From an optimization exercise on the open Yosys and OpenROAD flow, aimed at small area; shortcuts taken in it are not production practice. Function was checked by simulation only, so behaviour that the tests miss may differ from the original. Power and IR drop assume default switching activity.

## flow/config.mk

```make
export PLATFORM = sky130hd
export DESIGN_NAME = mgt_cfeb_rx
export DESIGN_NICKNAME = mgt_cfeb_rx
export VERILOG_FILES = /design/flow/design.v
export SDC_FILE = /design/flow/constraint.sdc
export NUM_CORES = 4
export LEC_CHECK = 0
export CAP_MARGIN = 20
export CORE_MARGIN = 2
export CORE_UTILIZATION = 55
export PLACE_DENSITY = 0.7
export SLEW_MARGIN = 20
```

## flow/constraint.sdc

```tcl
create_clock -name core_clock -period 5.0 [get_ports {CLK}]
set_input_delay 1.0000 -clock core_clock [delete_from_list [all_inputs] [get_ports {CLK}]]
set_output_delay 1.0000 -clock core_clock [all_outputs]
set_load 0.01 [all_outputs]
```

## flow/design.v

```verilog
module crc32_next (
   input  [15:0] x,
   output [31:0] m
   );
   wire s16 = x[9] ^ x[13];
   wire s17 = x[0] ^ x[6];
   wire s18 = x[4] ^ x[8];
   wire s19 = x[7] ^ x[14];
   wire s20 = x[3] ^ x[15];
   wire s21 = x[2] ^ s19;
   wire s22 = x[1] ^ x[5];
   wire s23 = x[9] ^ x[12];
   wire s24 = s18 ^ s23;
   wire s25 = x[10] ^ s21;
   wire s26 = x[1] ^ s25;
   wire s27 = x[8] ^ s20;
   wire s28 = x[11] ^ s27;
   wire s29 = x[7] ^ s28;
   wire s30 = x[2] ^ s28;
   wire s31 = x[10] ^ s17;
   wire s32 = s23 ^ s31;
   wire s33 = x[0] ^ x[14];
   wire s34 = s16 ^ s17;
   wire s35 = x[1] ^ s34;
   wire s36 = x[15] ^ s35;
   wire s37 = x[5] ^ s16;
   wire s38 = x[10] ^ s37;
   wire s39 = x[3] ^ s37;
   wire s40 = x[4] ^ x[12];
   wire s41 = x[2] ^ s40;
   wire s42 = x[11] ^ s22;
   wire s43 = x[5] ^ s41;
   wire s44 = s36 ^ s43;
   wire s45 = x[5] ^ s33;
   wire s46 = s35 ^ s45;
   wire s47 = s27 ^ s45;
   wire s48 = s25 ^ s47;
   wire s49 = x[6] ^ s18;
   wire s50 = s43 ^ s49;
   wire s51 = s21 ^ s49;
   wire s52 = s42 ^ s51;
   wire s53 = x[9] ^ s26;
   wire s54 = s27 ^ s53;
   wire s55 = x[6] ^ s39;
   wire s56 = s53 ^ s55;
   wire s57 = x[5] ^ x[7];
   wire s58 = s55 ^ s57;
   wire s59 = x[2] ^ s33;
   wire s60 = s39 ^ s59;
   wire s61 = s29 ^ s46;
   wire s62 = s20 ^ s51;
   wire s63 = x[11] ^ s62;
   wire s64 = x[12] ^ s61;
   wire s65 = s47 ^ s64;
   wire s66 = s62 ^ s64;
   wire s67 = x[10] ^ s19;
   wire s68 = s18 ^ s67;
   wire s69 = x[13] ^ s39;
   wire s70 = s28 ^ s69;
   wire s71 = x[7] ^ s42;
   wire s72 = x[4] ^ s71;
   wire s73 = s26 ^ s44;
   wire s74 = s61 ^ s73;
   wire s75 = x[3] ^ s31;
   wire s76 = x[4] ^ s75;
   wire s77 = x[15] ^ s25;
   wire s78 = x[6] ^ s77;
   wire s79 = s23 ^ s33;
   wire s80 = x[11] ^ s79;
   wire s81 = x[0] ^ s37;
   wire s82 = s24 ^ s81;
   wire s83 = s24 ^ s47;
   wire s84 = s22 ^ s83;
   wire s85 = s56 ^ s59;
   wire s86 = x[4] ^ s85;
   wire s87 = s17 ^ s40;
   wire s88 = s30 ^ s87;
   wire s89 = s21 ^ s35;
   wire s90 = x[8] ^ s89;
   wire s91 = s20 ^ s57;
   wire s92 = s24 ^ s91;
   assign m[0] = s32;
   assign m[1] = s65;
   assign m[2] = s90;
   assign m[3] = s54;
   assign m[4] = s88;
   assign m[5] = s86;
   assign m[6] = s52;
   assign m[7] = s48;
   assign m[8] = s74;
   assign m[9] = s66;
   assign m[10] = s60;
   assign m[11] = s84;
   assign m[12] = s44;
   assign m[13] = s56;
   assign m[14] = s63;
   assign m[15] = s92;
   assign m[16] = s82;
   assign m[17] = s46;
   assign m[18] = s78;
   assign m[19] = s29;
   assign m[20] = s24;
   assign m[21] = s38;
   assign m[22] = s80;
   assign m[23] = s36;
   assign m[24] = s26;
   assign m[25] = s30;
   assign m[26] = s76;
   assign m[27] = s72;
   assign m[28] = s50;
   assign m[29] = s58;
   assign m[30] = s68;
   assign m[31] = s70;
endmodule
module pkt_proc (
  input      CLK,
  input      RST,
  input      CAR_XTEND,
  input      EOP,
  input      ERR_PROP,
  input      IDLE,
  input      LEN_MAX,
  input      NOK,
  input      PRE,
  input      SOF,
  input      SOP,
  output     RXVALID,
  output     CKDONE,
  output     WFP
);
  localparam
  Wait_for_Pkt  = 3'b000,
  Preamble      = 3'b001,
  Payload       = 3'b011,
  Bad_Pkt       = 3'b010,
  CkCRC         = 3'b110,
  CkDone        = 3'b111,
  Wait_for_Idle = 3'b100;
  reg [2:0] state;
  reg [2:0] nextstate;
  reg       err;
  assign RXVALID = (state == Payload) & !EOP;
  assign CKDONE  = (state == CkDone);
  assign WFP     = (state == Wait_for_Pkt);
  always @* begin
    case (state)
      Wait_for_Pkt : if      (err)         nextstate = Wait_for_Idle;
                     else if (SOF && SOP)  nextstate = Payload;
                     else if (SOP)         nextstate = Preamble;
                     else                  nextstate = Wait_for_Pkt;
      Bad_Pkt      :                       nextstate = Wait_for_Idle;
      CkCRC        :                       nextstate = CkDone;
      Payload      : if      (err)         nextstate = Bad_Pkt;
                     else if (EOP)         nextstate = CkCRC;
                     else                  nextstate = Payload;
      Preamble     : if      (err)         nextstate = Bad_Pkt;
                     else if (SOF)         nextstate = Payload;
                     else                  nextstate = Preamble;
      default      : if      (IDLE)        nextstate = Wait_for_Pkt;
                     else                  nextstate = Wait_for_Idle;
    endcase
  end
  always @(posedge CLK or posedge RST) begin
    if (RST)
      state <= Wait_for_Pkt;
    else
      state <= nextstate;
  end
  always @(posedge CLK or posedge RST) begin
    if (RST)
      err <= 1'b0;
    else
      case (nextstate)
        Wait_for_Pkt : err <= NOK || EOP || CAR_XTEND || ERR_PROP;
        Payload      : err <= LEN_MAX;
        Preamble     : err <= !PRE && !SOF;
        default      : err <= 1'b0;
      endcase
  end
endmodule
module rx_frame_proc
  (
   input             CLK,
   input             RST,
   input [15:0]      RXDATA,
   input [1:0]       RX_IS_K,
   output reg [15:0] FRM_DATA,
   output reg        FRM_DATA_VALID,
   output            GOOD_CRC,
   output            CRC_CHK_VLD
   );
   localparam
     D5_6  = 8'hC5,
     D16_2 = 8'h50,
     K28_5 = 8'hBC,
     K23_7 = 8'hF7,      
     K27_7 = 8'hFB,      
     K29_7 = 8'hFD,      
     K30_7 = 8'hFE,      
     PRMBL = 8'h55,      
     SOF_BYTE = 8'hD5;   
   localparam
     IDLE1 = {D5_6,K28_5},
     IDLE2 = {D16_2,K28_5};
   localparam [9:0] LEN_END = 10'h288;
   reg [15:0] data_d1, data_d2, data_r;
   reg [1:0]  k_d1;
   reg        rxvaldat_d2, rxvaldat_r;
   reg [9:0]  len_lfsr;
   reg        len_ovf;
   reg        bad_crc;
   wire       rxvaldat_d1;
   wire       wfp;
   wire       len_end = (len_lfsr == LEN_END);
   wire idle      = (k_d1 == 2'b01) && ((data_d1 == IDLE1) || (data_d1 == IDLE2));
   wire car_xtend = k_d1[1] && (data_d1[15:8] == K23_7) || k_d1[0] && (data_d1[7:0] == K23_7);
   wire err_prop  = k_d1[1] && (data_d1[15:8] == K30_7) || k_d1[0] && (data_d1[7:0] == K30_7);
   wire sop       = k_d1[0] && (data_d1[7:0] == K27_7);
   wire eop       = k_d1[1] && (data_d1[15:8] == K29_7) || k_d1[0] && (data_d1[7:0] == K29_7);
   wire pre       = !rxvaldat_d2 && ((data_d1[15:8] == PRMBL) || (data_d1[7:0] == PRMBL));
   wire sof       = !rxvaldat_d2 && ((data_d1[15:8] == SOF_BYTE) || (data_d1[7:0] == SOF_BYTE));
   wire nok       = (k_d1 == 2'b00);
   wire crc_calc    = rxvaldat_d1 & rxvaldat_r;
   wire last_crc    = ~rxvaldat_d1 & rxvaldat_d2;
   wire crc_valid_r = ~rxvaldat_d1 & rxvaldat_r;
   wire crc_load    = sop | ~(crc_calc | last_crc);
   wire crc_mtch;
   assign GOOD_CRC = !bad_crc;
   always @ (posedge CLK)
     begin
        data_d1 <= RXDATA;
        k_d1 <= RX_IS_K;
        data_d2 <= data_d1;
        data_r <= data_d2;
        rxvaldat_d2 <= rxvaldat_d1;
        rxvaldat_r <= rxvaldat_d2;
        FRM_DATA_VALID <= rxvaldat_d1 & rxvaldat_r;
        FRM_DATA       <= data_r;
     end
   pkt_proc pkt_proc_i(
              .CLK(CLK),
              .RST(RST),
              .CAR_XTEND(car_xtend),
              .EOP(eop),
              .ERR_PROP(err_prop),
              .IDLE(idle),
              .LEN_MAX(len_end | len_ovf),
              .WFP(wfp),
              .NOK(nok),
              .PRE(pre),
              .SOF(sof),
              .SOP(sop),
              .RXVALID(rxvaldat_d1),
              .CKDONE(CRC_CHK_VLD)
              );
   crc32_bgb crc_gen_i(
                       .clk(CLK),
                       .d(data_r),
                       .calc(crc_calc),
                       .load(crc_load),
                       .mtch(crc_mtch)
                       );
   always @(posedge CLK)
     begin
        if (crc_valid_r)
          bad_crc <= !crc_mtch;
        else if (sop)
          bad_crc <= 1'b0;
     end
   localparam [9:0] LEN_INV = 10'b1010101010;
   reg  [9:0] len_reg;
   always @*
     len_lfsr = len_reg ^ LEN_INV;
   always @(posedge CLK)
     begin: DATA_LEN_REG
        if (!rxvaldat_d1)
          len_reg <= 10'h000 ^ LEN_INV;
        else
          len_reg <= {len_lfsr[8:0], ~(len_lfsr[9] ^ len_lfsr[6])} ^ LEN_INV;
     end
   always @(posedge CLK)
     begin
        if (wfp)
          len_ovf <= 1'b0;
        else if (len_end)
          len_ovf <= 1'b1;
     end
endmodule
module crc32_bgb (
   input        clk,
   input [15:0] d,
   input        calc,     
   input        load,     
   output       mtch      
   );
   reg  [31:0] crc_n;
   reg         init;      
   wire [31:0] crc_reg = ~crc_n;
   wire [15:0] x;
   wire [31:0] m;
   genvar j;
   generate
      for (j = 0; j < 16; j = j + 1) begin : gen_x
         assign x[j] = crc_reg[16+j] ^ d[15-j];
      end
   endgenerate
   crc32_next crc32_next_i(.x(x), .m(m));
   assign mtch = init ? (&d) : (&x);
   always @(posedge clk)
     begin
        init <= load;
        if (load)
          crc_n <= 32'h0;
        else if (calc)
          crc_n <= ~{m[31:16] ^ crc_reg[15:0], m[15:0]};
        else
          crc_n <= ~{crc_reg[15:0], m[15:0]};
     end
endmodule
module mgt_cfeb_rx
  #(
    parameter NLINK = 7
  )(
   input                   CLK,
   input                   RST,
   input                   RXREADY,        
   input  [16*NLINK-1:0]   RXDATA,         
   input  [2*NLINK-1:0]    RX_IS_K,
   input  [2*NLINK-1:0]    RXDISPERR,
   input  [2*NLINK-1:0]    RXNOTINTABLE,
   input  [NLINK-1:0]      FIFO_FULL,
   input  [NLINK-1:0]      FIFO_AFULL,
   input  [NLINK-1:0]      KILL_RXOUT,
   output [16*NLINK-1:0]   RXDATA_O,
   output [NLINK-1:0]      RXD_VALID,
   output [NLINK-1:0]      CRC_VALID,
   output [NLINK-1:0]      GOOD_CRC
   );
   wire [NLINK-1:0] rxd_valid_ch;
   wire [NLINK-1:0] crc_valid_ch;
   assign RXD_VALID = RXREADY ? (rxd_valid_ch & ~KILL_RXOUT) : {NLINK{1'b0}};
   assign CRC_VALID = RXREADY ? (crc_valid_ch & ~KILL_RXOUT) : {NLINK{1'b0}};
   genvar i;
   generate
      for (i = 0; i < NLINK; i = i + 1) begin : gen_rx_quality
         wire reset_rxd = RST | KILL_RXOUT[i];
         rx_frame_proc rx_data_check_i
           (
            .CLK(CLK),
            .RST(reset_rxd),
            .RXDATA(RXDATA[16*i +: 16]),
            .RX_IS_K(RX_IS_K[2*i +: 2]),
            .FRM_DATA(RXDATA_O[16*i +: 16]),
            .FRM_DATA_VALID(rxd_valid_ch[i]),
            .GOOD_CRC(GOOD_CRC[i]),
            .CRC_CHK_VLD(crc_valid_ch[i])
            );
      end
   endgenerate
endmodule
```

## flow/flow/run.sh

```bash
#!/bin/bash
# Own layout flow: the standard ORFS flow (standard.sh: the standard synthesis,
# floorplan, power grid and tap cells), with these layout choices changed:
#  * after the standard synthesis, flow/resyn.sh maps its combinational logic again
#    with an area-oriented ABC script (flow/resyn.abc, cells from flow/dontuse.py
#    excluded); every register and other
#    sequential cell stays the same instance, with the same name and cell type;
#  * flow/shrink.py then sets combinational cells to their smallest drive strength
#    and splits 3-input XOR/XNOR cells into 2-input ones (registers untouched); the
#    layout's repair steps size cells up again where timing, slew or load need it;
#  * port buffers use the smallest buffer (buf_1) instead of buffer_ports' default
#    (clkdlybuf4s50_1): every input and output still gets its own buffer;
#  * clock tree synthesis without dummy loads, with the sink cluster size, cluster
#    diameter and clock buffer given in flow/cts_size, flow/cts_diameter, flow/cts_buf.
# Each step's output goes to a log file in this folder (flow_*.log); ORFS also
# writes each tool's log under orfs/logs.
set -euo pipefail
R=orfs/results/sky130hd/mgt_cfeb_rx/base
LIB=$FLOW_HOME/platforms/sky130hd/lib/sky130_fd_sc_hd__tt_025C_1v80.lib
CTS_SIZE=$(cat flow/cts_size)
CTS_DIAM=$(cat flow/cts_diameter)
CTS_BUF=$(cat flow/cts_buf)
bash standard.sh synth > flow_synth.log 2>&1
cp $R/1_2_yosys.v flow_standard_synth.v
bash flow/resyn.sh flow_standard_synth.v flow_resyn.v flow_resyn.log
python3 flow/shrink.py $LIB flow_resyn.v $R/1_2_yosys.v > flow_shrink.log 2>&1
rm -f $R/1_synth.odb $R/1_synth.sdc
bash standard.sh \
  "BUFFER_PORTS_ARGS=-buffer_cell sky130_fd_sc_hd__buf_1" \
  "CTS_ARGS=-sink_clustering_enable -repair_clock_nets -dont_use_dummy_load -sink_clustering_size $CTS_SIZE -sink_clustering_max_diameter $CTS_DIAM -buf_list $CTS_BUF" \
  finish > flow_finish.log 2>&1
```

## flow/flow/cts_buf

```
sky130_fd_sc_hd__clkbuf_8
```

## flow/flow/cts_diameter

```
60
```

## flow/flow/cts_size

```
18
```

## flow/flow/dontuse.py

```python
#!/usr/bin/env python3
# Prints -dont_use options for resyn.sh: every combinational cell that has a
# smaller-drive (_1) variant of the same function, and the 3-input XOR/XNOR cells,
# so that ABC maps with the cells shrink.py leaves in place.
import re, sys
lib = open(sys.argv[1]).read()
cells = set(re.findall(r'^\s*cell\s*\(\s*"?(sky130_fd_sc_hd__\w+?)"?\s*\)', lib, re.M))
out = []
for c in sorted(cells):
    m = re.match(r'(sky130_fd_sc_hd__\w+?)_(\d+)$', c)
    if not m:
        continue
    base, dr = m.groups()
    if re.search(r'__(df|edf|sdf|dl|sr|clk|lpflow|probe|conb|tap|fill|decap|diode)', c):
        continue
    if base.endswith('xor3') or base.endswith('xnor3') or (dr != '1' and base + '_1' in cells):
        out.append(c)
print(' '.join('-dont_use ' + c for c in out))
```

## flow/flow/resyn.abc

```
&get -n
&st
&dch -f
&nf -a -F 10 -A 10
&st
&dch -f
&nf -a -F 10 -A 10
&put
```

## flow/flow/resyn.sh

```bash
#!/bin/bash
# resyn.sh IN_NETLIST OUT_NETLIST LOG : re-maps the combinational logic of the
# standard synthesis netlist with an area-oriented ABC script (flow/resyn.abc),
# with only the smallest drive strength of each cell and no 3-input XOR/XNOR.
# Registers (and every other sequential cell) are kept as the very same instances.
set -euo pipefail
IN=$1; OUT=$2; LOG=$3
LIB=$FLOW_HOME/platforms/sky130hd/lib/sky130_fd_sc_hd__tt_025C_1v80.lib
YOSYS=$(command -v yosys || echo "$FLOW_HOME/../tools/install/yosys/bin/yosys")
SLOG=orfs/logs/sky130hd/mgt_cfeb_rx/base/1_2_yosys.log
# the don't-use cells the standard synthesis gave ABC
DONT=$(grep -m1 -o "abc -script.*" $SLOG | tr ' ' '\n' | awk 'p{print "-dont_use " $0; p=0} /^-dont_use$/{p=1}' | tr '\n' ' ')
# and the cells shrink.py would replace anyway
DONT="$DONT $(python3 flow/dontuse.py $LIB)"
cat > flow_resyn.ys <<EOS
read_liberty -ignore_miss_func $LIB
read_verilog $IN
hierarchy -top $FLOW_TOP
setattr -mod -set keep_hierarchy 1 sky130_fd_sc_hd__df* sky130_fd_sc_hd__edf* sky130_fd_sc_hd__sdf* sky130_fd_sc_hd__dl* sky130_fd_sc_hd__sr*
flatten
opt_clean
select $FLOW_TOP
abc -liberty $LIB $DONT -script $PWD/flow/resyn.abc
setundef -zero
splitnets
opt_clean -purge
hilomap -singleton -hicell sky130_fd_sc_hd__conb_1 HI -locell sky130_fd_sc_hd__conb_1 LO
insbuf -buf sky130_fd_sc_hd__buf_4 A X
rename -enumerate
opt_clean -purge
check
stat
write_verilog -noattr -noexpr -nohex -nodec -selected $OUT
EOS
$YOSYS -s flow_resyn.ys > $LOG 2>&1
```

## flow/flow/shrink.py

```python
#!/usr/bin/env python3
# Rewrites the standard synthesis netlist (yosys write_verilog output) before
# floorplanning, combinational cells only (registers are left exactly as they are):
#  * every combinational cell is set to its smallest drive strength (the layout's
#    repair steps size cells up again where timing, slew or load need it);
#  * each 3-input XOR/XNOR cell becomes two 2-input cells, which are smaller.
# usage: shrink.py LIBERTY NETLIST_IN NETLIST_OUT
import re, sys
lib, fin, fout = sys.argv[1:4]
libtxt = open(lib).read()
cells = set(re.findall(r'^\s*cell\s*\(\s*"?(sky130_fd_sc_hd__\w+?)"?\s*\)', libtxt, re.M))
DONT = re.compile(r'__(probe_p|probec_p|lpflow_|clkdlybuf|dlygate|dlymetal|clkbuf|clkinv|bufbuf|bufinv|conb|tap|fill|decap|diode|df|dl|ed|sd|sr|macro|ebufn|einv)')
src = open(fin).read()
inst_re = re.compile(r'^(\s*)(sky130_fd_sc_hd__(\w+?)_(\d+))\s+(\S+)\s*\((.*?)\);\s*$', re.M | re.S)
n_size = 0; n_x3 = 0; newid = [0]
extra_wires = []
def fresh():
    newid[0] += 1
    w = '_shrink_%d_' % newid[0]
    extra_wires.append(w)
    return w
def repl(m):
    global n_size, n_x3
    ind, cell, base, drive, name, body = m.groups()
    if DONT.search(cell):
        return m.group(0)
    pins = dict(re.findall(r'\.(\w+)\s*\(\s*(.*?)\s*\)\s*(?:,|$)', body.strip(), re.S))
    if base in ('xor3', 'xnor3') and set(pins) == {'A', 'B', 'C', 'X'}:
        n_x3 += 1
        w = fresh()
        a = '%ssky130_fd_sc_hd__xor2_1 %s_a (\n%s  .A(%s),\n%s  .B(%s),\n%s  .X(%s)\n%s);\n' % (
            ind, name, ind, pins['A'], ind, pins['B'], ind, w, ind)
        second = 'xor2' if base == 'xor3' else 'xnor2'
        pout = 'X' if base == 'xor3' else 'Y'
        b = '%ssky130_fd_sc_hd__%s_1 %s_b (\n%s  .A(%s),\n%s  .B(%s),\n%s  .%s(%s)\n%s);' % (
            ind, second, name, ind, w, ind, pins['C'], ind, pout, pins['X'], ind)
        return a + b
    small = 'sky130_fd_sc_hd__%s_1' % base
    if drive != '1' and small in cells:
        n_size += 1
        return m.group(0).replace(cell, small, 1)
    return m.group(0)
out = inst_re.sub(repl, src)
if extra_wires:
    # declare the new wires in the (single) top module
    decl = ''.join('  wire %s;\n' % w for w in extra_wires)
    out = re.sub(r'(\bmodule\s+\w+\s*\(.*?\);\n)', lambda m: m.group(1) + decl, out, count=1, flags=re.S)
open(fout, 'w').write(out)
print('downsized %d cells, split %d xor3/xnor3 cells' % (n_size, n_x3))
```

## flow/standard.sh

```bash
#!/bin/bash
# synth_recipe.tcl (not shown) runs the flow's synth.tcl, then flattens the netlist and writes it again
# the make line also repeats each setting of config.mk as NAME=value (left out here)
make -C /OpenROAD-flow-scripts/flow DESIGN_CONFIG=/design/flow/config.mk WORK_HOME=/design/flow/orfs CLKGATE_MAP_FILE= SYNTH_SCRIPT=/design/flow/synth_recipe.tcl "${@:-finish}"
```

==> results of run 1 <==
[worst paths after layout]
kind,from,endpoint,depth (start not counted)
min in group core_clock,gen_rx_quality[6].rx_data_check_i.data_d2[6],gen_rx_quality[6].rx_data_check_i.data_r[6],0
worst min-delay path,KILL_RXOUT[5],asynchronous set/reset pin,2
worst max register to register,gen_rx_quality[4].rx_data_check_i.data_d1[4],register,9
max in group asynchronous,RST,asynchronous set/reset pin,2
worst max-delay path,gen_rx_quality[4].rx_data_check_i.data_d1[4],register,9
worst min register to register,gen_rx_quality[6].rx_data_check_i.data_d2[6],gen_rx_quality[6].rx_data_check_i.data_r[6],0
[cell type report]
type / instances / area [um2]
Timing Repair Buffer: 280 / 1100
Fill cell: 4351 / 20000
Sequential cell: 826 / 16700
Inverter: 48 / 180
Tap cell: 680 / 851
Multi-Input combinational cell: 1755 / 11400
Clock buffer: 56 / 771
Antenna cell: 1 / 2.50
[stage by stage]
step	setup WS [ns]	cells	utilization	cell area [um2]	power, uW
5_1_grt	1.00	3645	0.608	31000	12200
6_report	1.38	3646	0.608	31000	11600
3_3_place_gp	1.47	3589	0.592	30300	8830
2_1_floorplan	1.84	2629	-	28300	8450
4_1_cts	1.38	3645	0.607	31000	11700
3_5_place_dp	1.43	3589	0.592	30300	8850
[metal layers]
metal | vias up | wire length, um
met1 | 9156 | 29300
met3 | 107 | 3330
li1 | 9624 | -
met2 | 531 | 30000
met4 | 6 | 1760
met5 | - | 41
[critical path: cells and delay by family (launching register included)]
| kind | cells | cell delay [ns] |
|---|---|---|
| DFF | 1 | 0.37 |
| AOI/OAI and AO/OA | 2 | 0.98 |
| buffers and inverters | 2 | 0.83 |
| and+or+nand+nor | 5 | 1.34 |
[report_power, final]
part	leakage (uW)	switching (uW)	internal, uW
logic	0.00401	980	697
clock network	0.000403	1920	1000
registers	0.00698	222	6830
[cell usage in the layout (no fill, tap or decap), types with 4 or more instances in the layout]
| cell | instances |
|---|---|
| and4_1 | 18 |
| and3b_1 | 7 |
| dfxtp_1 | 791 |
| xnor2_1 | 377 |
| nor3b_1 | 6 |
| nor4_1 | 30 |
| o32ai_1 | 7 |
| nor4bb_1 | 8 |
| clkbuf_8 | 56 |
| a31oi_1 | 16 |
| nor2b_1 | 6 |
| and3_1 | 10 |
| o211ai_1 | 6 |
| or4_1 | 7 |
| nand4b_1 | 15 |
| or3_1 | 7 |
| nor2_1 | 244 |
| buf_1 | 267 |
| o31ai_1 | 5 |
| nor3_1 | 39 |
| dfrtp_1 | 28 |
| o22ai_1 | 4 |
| clkinv_1 | 48 |
| o21ai_1 | 197 |
| a211oi_1 | 15 |
| edfxtp_1 | 7 |
| buf_4 | 12 |
| a21oi_1 | 220 |
| o21a_1 | 4 |
| o2111ai_1 | 4 |
| nor4b_1 | 27 |
| nand2b_1 | 10 |
| and2_1 | 11 |
| xor2_1 | 237 |
| nand2_1 | 104 |
| nand4_1 | 38 |
| nand3_1 | 38 |
==> results.yml, run 1 <==
clocking:
  hold_buffers: 0
  cts_resized: 0
  htreeDepth: 2
  cts_root_buffer: "clkbuf_8"
  numCtsBuffers: 56
  clk_pin_slew_worst_paths_ns: 0.11
  clock_sinks: 826
  clk_latency_ns: 0.71
  cts_tree: "done"
  clock_path_buffers: 3
  post-cts-setup-buffers: 0
grt:
  grt_max_degree: 28
  antenna_found_initial: 5
  grtUsageTotal: 0.236
  grt_pass1_wl_mm: 101
  use_met2: 0.390
  grt-busiest-layer: "met2"
  grt_pass1_vias: 19000
  overflow: 0
  use_met1: 0.322
  grtUsageMet3: 0.0324
timing:
  min_period_ns: 3.62
  setup_viol: 0
  rsz0062_at_grt: "no"
  maxSlewHeadroom: 0.285
  fin_crit_sh: 0.725
  fin_hold_ws_ns: 0.274
  tns_ns: 0
  worst_slew_pin_slew_ns: 1.07
  drv_slew: 0
  hold_viol: 0
  fmax_mhz: 276
  skew_ns: 0.0750
detailed_routing:
  wire_per_inst_um: 17.7
  drt_wl_total_mm: 64.4
  drcViolationCount: 0
  first_pass_iters: 5
  ant_nets: 0
  vias: 19400
  drtIter0Drc: 1228
  via_per_inst: 5.33
finish:
  fin_nets: 3145
  post_route_cells_drive_above_1_share: 0.0236
  largest_reg_flops: 224
  area_delta_synth_final_pct: 9.64
  top_register: "gen_rx_quality.rx_data_check_i.crc_gen_i.crc_n"
logic_synthesis:
  syn_nets: 2807
  avgSynthCellArea_um2: 10.8
  synthCells: 2629
  syn-cell-area_um2: 28300
  ys_warn_count: 3
critical_path:
  timing.reg2reg.setup_slack_ns: 1.38
  critPathLaunchType: "register"
  crit_path_end_kind: "register"
  cp.arrival_ns: 4.22
  worst_ep_required_time_ns: 5.59
  slowest_delay_ns: 0.77
  slowest_stage: "a21oi_1"
  crit_chain: "and4_1 -> nand2_1 -> o22a_1 -> nand4b_1 -> clkinv_1 -> nand2_1 -> a21oi_1 -> clkinv_1 -> nor2_1"
  worstSetupPathType: "register to register"
  path_max_fanout: 16
power:
  p_per_area_nw_per_um2: 375
  peakVddDrop_uv: 279
  leakage_uw: 0.0114
placed_design:
  gp_congestion: 0.924
  dp_hpwl_mm: 47.7
  port_buffers: 268
die:
  coreArea_um2: 51100
  die_h_um: 231
  die_w_um: 231
  rows: 83
  die_area_um2: 53300
  pin_count: 311
  start_util: 0.554
flow_run:
  max-cap-violations: 0
worst_hold_path:
  hold_path_class: "input pin to asynchronous set/reset pin"
outcome:
  status: "timing/DRC/antenna clean"
==> run 2, diff against run 1 <==
==> flow/flow/cts_buf (replaced) <==
{sky130_fd_sc_hd__clkbuf_2 sky130_fd_sc_hd__clkbuf_4 sky130_fd_sc_hd__clkbuf_8}
==> results.yml, run 2 <==
timing:
  worst_slew_pin_slew_ns: 1.07
  tns_ns: 0
  setup_viol: 0
  hold_viol: 0
  skew_ns: 0.0750
  rsz0062_at_grt: "no"
  finalWorstSetupSlack_ns: 1.38
  maxSlewHeadroom: 0.285
  drv_slew: 0
  fmax_mhz: 276
  fin_crit_sh: 0.725
  min_period_ns: 3.62
grt:
  use_met1: 0.322
  overflow: 0
  grtUsageMet3: 0.0324
  use_met2: 0.390
  antenna_found_initial: 5
  grt_max_degree: 28
  grt_pass1_wl_mm: 101
  grtUsageTotal: 0.236
  grt_pass1_vias: 19000
  grt-busiest-layer: "met2"
finish:
  area_delta_synth_final_pct: 9.64
  mostFrequentLayoutCell: "dfxtp_1"
  post_route_cells_drive_above_1_share: 0.0236
  fin_nets: 3145
  largest_reg_flops: 224
  layout_common_cells: "dfxtp_1, xnor2_1, buf_1"
  top_register: "gen_rx_quality.rx_data_check_i.crc_gen_i.crc_n"
critical_path:
  timing.reg2reg.setup_slack_ns: 1.38
  critPathLaunchType: "register"
  cp.arrival_ns: 4.22
  worstSetupPathType: "register to register"
  reg2reg_depth: 9
  path_max_fanout: 16
  crit_path_end_kind: "register"
  worst_ep_required_time_ns: 5.59
power:
  p_per_area_nw_per_um2: 375
  peakVddDrop_uv: 279
  leakage_uw: 0.0114
die:
  start_util: 0.554
  coreArea_um2: 51100
  die_w_um: 231
  pin_count: 311
  rows: 83
  die_area_um2: 53300
  die_h_um: 231
detailed_routing:
  drt_wl_total_mm: 64.4
  drcViolationCount: 0
  via_per_inst: 5.33
  first_pass_iters: 5
  ant_nets: 0
  drtIter0Drc: 1228
  vias: 19400
  wire_per_inst_um: 17.7
clocking:
  hold_buffers: 0
  clk_pin_slew_worst_paths_ns: 0.11
  post-cts-setup-buffers: 0
  clk_latency_ns: 0.71
  htreeDepth: 2
  cts_resized: 0
  cts_tree: "done"
  clock_sinks: 826
  cts_root_buffer: "clkbuf_8"
  clock_path_buffers: 3
  numCtsBuffers: 56
logic_synthesis:
  avgSynthCellArea_um2: 10.8
  ys_warn_count: 3
  synthCells: 2629
  syn-cell-area_um2: 28300
  syn_nets: 2807
placed_design:
  pre_cts_slack_ns: 1.43
  dp_hpwl_mm: 47.7
  gp_congestion: 0.924
  port_buffers: 268
worst_hold_path:
  hold_path_class: "input pin to asynchronous set/reset pin"
flow_run:
  max-cap-violations: 0
outcome:
  status: "timing/DRC/antenna clean"
-- run 2: routing by layer --
layer	vias to the layer above	wire length [um]
li1	9624	-
met1	9156	29300
met2	531	30000
met3	107	3330
met4	6	1760
met5	-	41
-- run 2: critical path: stages, from the launching register on --
cell      delay (ns)
dfxtp_1         0.37
and4_1          0.22
nand2_1         0.12
o22a_1          0.21
nand4b_1        0.36
clkinv_1        0.29
nand2_1         0.42
a21oi_1         0.77
clkinv_1        0.54
nor2_1          0.22
-- run 2: final cells by class --
cell class                 instances  area, um2
timing repair buffer             280       1100
fill                            4351      20000
multi-input combinational       1755      11400
sequential                       826      16700
tap                              680        851
inverter                          48        180
antenna                            1       2.50
clock buffer                      56        771
-- run 2: metrics by stage --
step	power [uW]	utilization	hold WS (ns)	area (um2)	instances
global placement	8830	0.592	0.310	30300	3589
CTS	11700	0.607	0.218	31000	3645
finish	11600	0.608	0.274	31000	3646
detailed placement	8850	0.592	0.312	30300	3589
floorplan	8450	-	0.310	28300	2629
global route	12200	0.608	0.269	31000	3645
-- run 2: path summary, 6_finish.rpt --
check / start / to
worst max-delay path: gen_rx_quality[4].rx_data_check_i.data_d1[4] / register
worst min-delay path: KILL_RXOUT[5] / asynchronous set/reset pin
worst max register to register: gen_rx_quality[4].rx_data_check_i.data_d1[4] / register
worst min register to register: gen_rx_quality[6].rx_data_check_i.data_d2[6] / gen_rx_quality[6].rx_data_check_i.data_r[6]
max in group asynchronous: RST / asynchronous set/reset pin
min in group core_clock: gen_rx_quality[6].rx_data_check_i.data_d2[6] / gen_rx_quality[6].rx_data_check_i.data_r[6]
-- run 2: power by group --
part,leakage [uW],internal (uW),switching (uW)
Combinational,0.00401,697,980
Sequential,0.00698,6830,222
Clock,0.000403,1000,1920
Total,0.0114,8520,3120
==> run 3, diff against run 2 <==
--- a/flow/design.v
+++ b/flow/design.v
@@ -168,6 +168,3 @@
   end
-  always @(posedge CLK or posedge RST) begin
-    if (RST)
-      err <= 1'b0;
-    else
+  always @(posedge CLK) begin
       case (nextstate)
==> flow/flow/cts_buf (replaced) <==
sky130_fd_sc_hd__clkbuf_8
==> flow/flow/cts_diameter (replaced) <==
50
==> flow/flow/cts_size (replaced) <==
20
--- a/flow/config.mk
+++ b/flow/config.mk
@@ -9,4 +9,4 @@
 export CORE_MARGIN = 2
-export CORE_UTILIZATION = 55
-export PLACE_DENSITY = 0.7
+export CORE_UTILIZATION = 70
+export PLACE_DENSITY = 0.8
 export SLEW_MARGIN = 20
==> results.yml, run 3 <==
outcome:
  status: "timing/DRC/antenna clean"
power:
  swShare: 0.266
  p_int_uw: 8470
  peakVddDrop_uv: 377
  p_clk_frac: 0.243
  p_per_area_nw_per_um2: 375
  power.share.sequential: 0.611
  switching_power_uw: 3070
  combPwrFrac: 0.146
  leakage_uw: 0.0113
clocking:
  hold_buffers: 0
  post-cts-setup-buffers: 0
  cts_resized: 0
  cts_root_buffer: "clkbuf_8"
  clock_path_buffers: 3
  cts_tree: "done"
  clk_latency_ns: 0.68
  clk_pin_slew_worst_paths_ns: 0.10
  clock_sinks: 826
  numCtsBuffers: 53
  htreeDepth: 2
critical_path:
  slowest_stage: "or4_1"
  worst_ep_required_time_ns: 5.53
  reg2reg_depth: 12
  timing.reg2reg.setup_slack_ns: 1.28
  reg2reg_from: "gen_rx_quality[6].rx_data_check_i.data_d1[10]"
  cp.arrival_ns: 4.25
  critPathMostFrequentCell: "clkinv_1"
  worstSetupPathType: "register to register"
  path_buf_inv: 4
  slowest_delay_ns: 0.53
  crit_chain: "nand4_1 -> or4_1 -> o211ai_1 -> or3b_1 -> clkinv_1 -> nand2_1 -> clkinv_1 -> a21oi_1 -> nor2_1 -> clkinv_1 -> buf_4 -> nor3_1"
  crit_path_end_kind: "register"
  path_max_fanout: 12
  critPathLaunchType: "register"
  crit_family: "simple AND/OR/NAND/NOR gates"
die:
  die_w_um: 205
  start_util: 0.710
  die_area_um2: 42000
  die_h_um: 205
  rows: 73
  pin_count: 311
  coreArea_um2: 39800
logic_synthesis:
  syn-cell-area_um2: 28300
  avgSynthCellArea_um2: 10.8
  syn_nets: 2807
  ys_warn_count: 3
  synthCells: 2629
finish:
  n_fill_cell: 2739
  largest_reg_flops: 224
  top_register: "gen_rx_quality.rx_data_check_i.crc_gen_i.crc_n"
  layout_common_cells: "dfxtp_1, xnor2_1, buf_1"
  fin_nets: 3140
  mostFrequentLayoutCell: "dfxtp_1"
  multi_input_area_um2: 11400
  register_area_um2: 16700
  area_delta_synth_final_pct: 8.72
  post_route_cells_drive_above_1_share: 0.0213
  n_antenna_cell: 0
flow_run:
  max-cap-violations: 0
timing:
  hold_viol: 0
  fmax_mhz: 269
  worst_slew_pin_slew_ns: 1.08
  rsz0062_at_grt: "no"
  drv_slew: 0
  tns_ns: 0
  skew_ns: 0.0470
  fin_hold_ws_ns: 0.242
  min_period_ns: 3.72
  maxSlewHeadroom: 0.275
  fin_crit_sh: 0.745
  setup_viol: 0
grt:
  overflow: 0
  grt_pass1_vias: 19400
  antenna_found_initial: 2
  grt_pass1_wl_mm: 99.1
  grtUsageTotal: 0.295
  grt_max_degree: 28
detailed_routing:
  drcViolationCount: 0
  ant_nets: 0
  vias: 19800
  wire_per_inst_um: 18.0
  drtIter0Drc: 1410
  drt_wl_total_mm: 62.7
  via_per_inst: 5.68
  first_pass_iters: 5
placed_design:
  gp_congestion: 0.956
  dp_hpwl_mm: 46.6
  port_buffers: 268
worst_hold_path:
  hold_path_class: "input pin to asynchronous set/reset pin"
run 3: cell type report:
| class | count | area share |
|---|---|---|
| timing repair buffer | 278 | 0.0352 |
| multi-input combinational | 1755 | 0.370 |
| tap | 525 | 0.0214 |
| clock buffer | 53 | 0.0237 |
| inverter | 48 | 0.00586 |
| sequential | 826 | 0.543 |
run 3: how the worst max path moves through the flow:
stage	startpoint	slack, ns	cells after the start	end
2_1_floorplan	gen_rx_quality[3].rx_data_check_i.data_d1[15]	1.84	9	gen_rx_quality[3].rx_data_check_i.crc_gen_i.init
3_3_place_gp	gen_rx_quality[0].rx_data_check_i.data_d1[15]	1.47	9	gen_rx_quality[0].rx_data_check_i.crc_gen_i.init
3_5_place_dp	gen_rx_quality[0].rx_data_check_i.data_d1[15]	1.36	10	register
4_1_cts	gen_rx_quality[6].rx_data_check_i.data_d1[10]	1.32	12	register
5_1_grt	gen_rx_quality[6].rx_data_check_i.data_d1[10]	0.97	12	register
6_report	gen_rx_quality[6].rx_data_check_i.data_d1[10]	1.28	12	register
run 3: per-stage QoR:
| stage | power (uW) | cell area [um2] | util | worst slack [ns] | cells |
|---|---|---|---|---|---|
| final | 11500 | 30800 | 0.772 | 1.28 | 3485 |
| after global routing | 12000 | 30800 | 0.772 | 0.971 | 3485 |
| after CTS | 11600 | 30800 | 0.772 | 1.32 | 3485 |
| after detailed placement | 8850 | 30000 | 0.754 | 1.36 | 3432 |
| after global placement | 8810 | 30000 | 0.754 | 1.47 | 3432 |
| after floorplan | 8440 | 28300 | - | 1.84 | 2629 |
run 3: power by group through the flow:
stage | Clock, uW | Combinational, uW | Sequential (uW)
2_1_floorplan | 0 | 1310 | 7130
3_3_place_gp | 0 | 1630 | 7180
3_5_place_dp | 0 | 1660 | 7190
4_1_cts | 2860 | 1670 | 7040
5_1_grt | 3100 | 1840 | 7080
6_report | 2810 | 1690 | 7050
run 3: layer usage:
metal / global-route usage / up-vias / wire (um)
met5: 0 / - / 0
met4: 0.0838 / 0 / 1370
met3: 0.0369 / 94 / 3790
met2: 0.491 / 658 / 29700
met1: 0.406 / 9410 / 27800
li1: - / 9616 / -
==> run 4, diff against run 3 <==
--- a/flow/design.v
+++ b/flow/design.v
@@ -168,3 +168,6 @@
   end
-  always @(posedge CLK) begin
+  always @(posedge CLK or posedge RST) begin
+    if (RST)
+      err <= 1'b0;
+    else
       case (nextstate)
==> flow/flow/cts_diameter (replaced) <==
60
==> flow/flow/cts_size (replaced) <==
18
==> results.yml, run 4 <==
flow_run:
  max-cap-violations: 0
clocking:
  clk_latency_ns: 0.67
  clock_path_buffers: 3
  cts_tree: "done"
  htreeDepth: 2
  clock_sinks: 826
  post-cts-setup-buffers: 0
  clk_pin_slew_worst_paths_ns: 0.10
  cts_resized: 0
  hold_buffers: 0
  numCtsBuffers: 54
  cts_root_buffer: "clkbuf_8"
worst_hold_path:
  hold_path_class: "register to register"
  whs_path_depth: 0
  min_from: "gen_rx_quality[6].rx_data_check_i.data_d2[11]"
  holdPathEnd: "gen_rx_quality[6].rx_data_check_i.data_r[11]"
logic_synthesis:
  ys_warn_count: 3
  avgSynthCellArea_um2: 10.8
  syn-cell-area_um2: 28300
  syn_nets: 2807
  synthCells: 2629
critical_path:
  worst_ep_required_time_ns: 5.55
  worstSetupPathType: "register to register"
  reg2reg_depth: 13
  reg2reg_from: "gen_rx_quality[6].rx_data_check_i.data_d1[10]"
  timing.reg2reg.setup_slack_ns: 1.23
  critPathLaunchType: "register"
  cp.arrival_ns: 4.32
  path_max_fanout: 19
  crit_path_end_kind: "register"
detailed_routing:
  first_pass_iters: 5
  drcViolationCount: 0
  drt_wl_total_mm: 60.4
  wire_per_inst_um: 17.3
  drtIter0Drc: 1235
  vias: 19700
  ant_nets: 0
  via_per_inst: 5.64
finish:
  final_cell_count_no_fill: 3487
  area_delta_synth_final_pct: 8.79
  mostFrequentLayoutCell: "dfxtp_1"
  n_antenna_cell: 0
  fin_nets: 3142
  final_area_um2: 30800
  layout_common_cells: "dfxtp_1, xnor2_1, buf_1"
  top_register: "gen_rx_quality.rx_data_check_i.crc_gen_i.crc_n"
  largest_reg_flops: 224
  post_route_cells_drive_above_1_share: 0.0219
die:
  die_area_um2: 42100
  die_h_um: 205
  die_w_um: 205
  pin_count: 311
  rows: 73
  coreArea_um2: 39800
  start_util: 0.711
timing:
  setup_viol: 0
  skew_ns: 0.0725
  rsz0062_at_grt: "no"
  tns_ns: 0
  min_period_ns: 3.77
  fin_crit_sh: 0.753
  fmax_mhz: 266
  worst_slew_pin_slew_ns: 1.05
  maxSlewHeadroom: 0.297
  fin_hold_ws_ns: 0.252
  hold_viol: 0
  drv_slew: 0
grt:
  overflow: 0
  grtUsageTotal: 0.285
  antenna_found_initial: 1
  grt_max_degree: 28
  grt_pass1_wl_mm: 96.4
  grt_pass1_vias: 19400
placed_design:
  port_buffers: 268
  dp_hpwl_mm: 44.7
  postPlaceCellArea_um2: 30100
  dpl.cell_count: 3433
  gp_congestion: 0.974
power:
  p_per_area_nw_per_um2: 375
  peakVddDrop_uv: 289
  leakage_uw: 0.0114
outcome:
  status: "timing/DRC/antenna clean"
==> run 4: cell type report <==
type,count,area [um2]
clock buffer,54,743
fill,2804,9010
inverter,48,180
multi-input combinational,1755,11400
sequential,826,16700
tap,525,657
timing repair buffer,279,1090
==> run 4: routing by layer <==
layer	wire (um)	vias to the layer above	GRT usage
li1	-	9628	-
met1	26200	9291	0.369
met2	29100	627	0.493
met3	3420	115	0.0382
met4	1670	0	0.0961
met5	0	-	0
==> run 4: where the power goes <==
group / switching (uW) / internal, uW / leakage, uW
logic: 981 / 697 / 0.00401
registers: 215 / 6820 / 0.00698
clock network: 1860 / 969 / 0.000388
total: 3050 / 8490 / 0.0114
==> run 4: metrics by stage <==
step	worst slack (ns)	power, uW	util
after global placement	1.41	8800	0.755
after global routing	0.922	12000	0.774
after floorplan	1.84	8450	-
final	1.23	11500	0.774
after detailed placement	1.33	8840	0.755
after CTS	1.31	11600	0.774
==> run 4: worst max path at each step <==
| stage | from | end | slack [ns] | depth (start not counted) |
|---|---|---|---|---|
| floorplan | gen_rx_quality[3].rx_data_check_i.data_d1[15] | gen_rx_quality[3].rx_data_check_i.crc_gen_i.init | 1.84 | 9 |
| global placement | gen_rx_quality[6].rx_data_check_i.data_d1[10] | register | 1.41 | 13 |
| detailed placement | gen_rx_quality[6].rx_data_check_i.data_d1[10] | register | 1.33 | 13 |
| CTS | gen_rx_quality[6].rx_data_check_i.data_d1[10] | register | 1.31 | 13 |
| global route | gen_rx_quality[6].rx_data_check_i.data_d1[10] | register | 0.92 | 13 |
| finish | gen_rx_quality[6].rx_data_check_i.data_d1[10] | register | 1.23 | 13 |
==> run 4: critical path, stage by stage (launching register included) <==
cell and delay, ns:
dfxtp_1 0.43, nand4_1 0.13, or4_1 0.57, o211ai_1 0.18, or3b_1 0.31, clkinv_1 0.30
nand2_1 0.43, clkinv_1 0.43, a21oi_1 0.22, nor2_1 0.07, buf_4 0.21, clkinv_1 0.06
buf_4 0.22, nor3_1 0.08

-- port drivers added, routing unchanged --
No port has a modelled driver above. Below, the same layouts with a new extraction and two added sets of constraints. Step 1, drivers: a clkbuf_16 drives CLK and a buf_2 each remaining input, both assumed. Step 2 also shifts input and output timing later by t, the mid clock arrival at the registers, as if the neighbouring blocks saw the same clock. a / b / c = ideal ports / drivers / drivers and shift; a / b = the first two.
| run | t, ns | slack for setup (ns) | hold slack, ns | clock arrival spread, ns |
|---|---|---|---|---|
| run 1 | 0.716 | 1.376 / 1.376 / 1.376 | 0.274 / 0.240 / 0.320 | 0.100 / 0.100 |
| run 2 | 0.716 | 1.376 / 1.376 / 1.376 | 0.274 / 0.240 / 0.320 | 0.100 / 0.100 |
| run 3 | 0.709 | 1.276 / 1.276 / 1.276 | 0.242 / 0.212 / 0.318 | 0.050 / 0.050 |
| run 4 | 0.689 | 1.234 / 1.234 / 1.234 | 0.252 / 0.235 / 0.252 | 0.072 / 0.073 |
After both steps setup and hold are still met in every run listed.
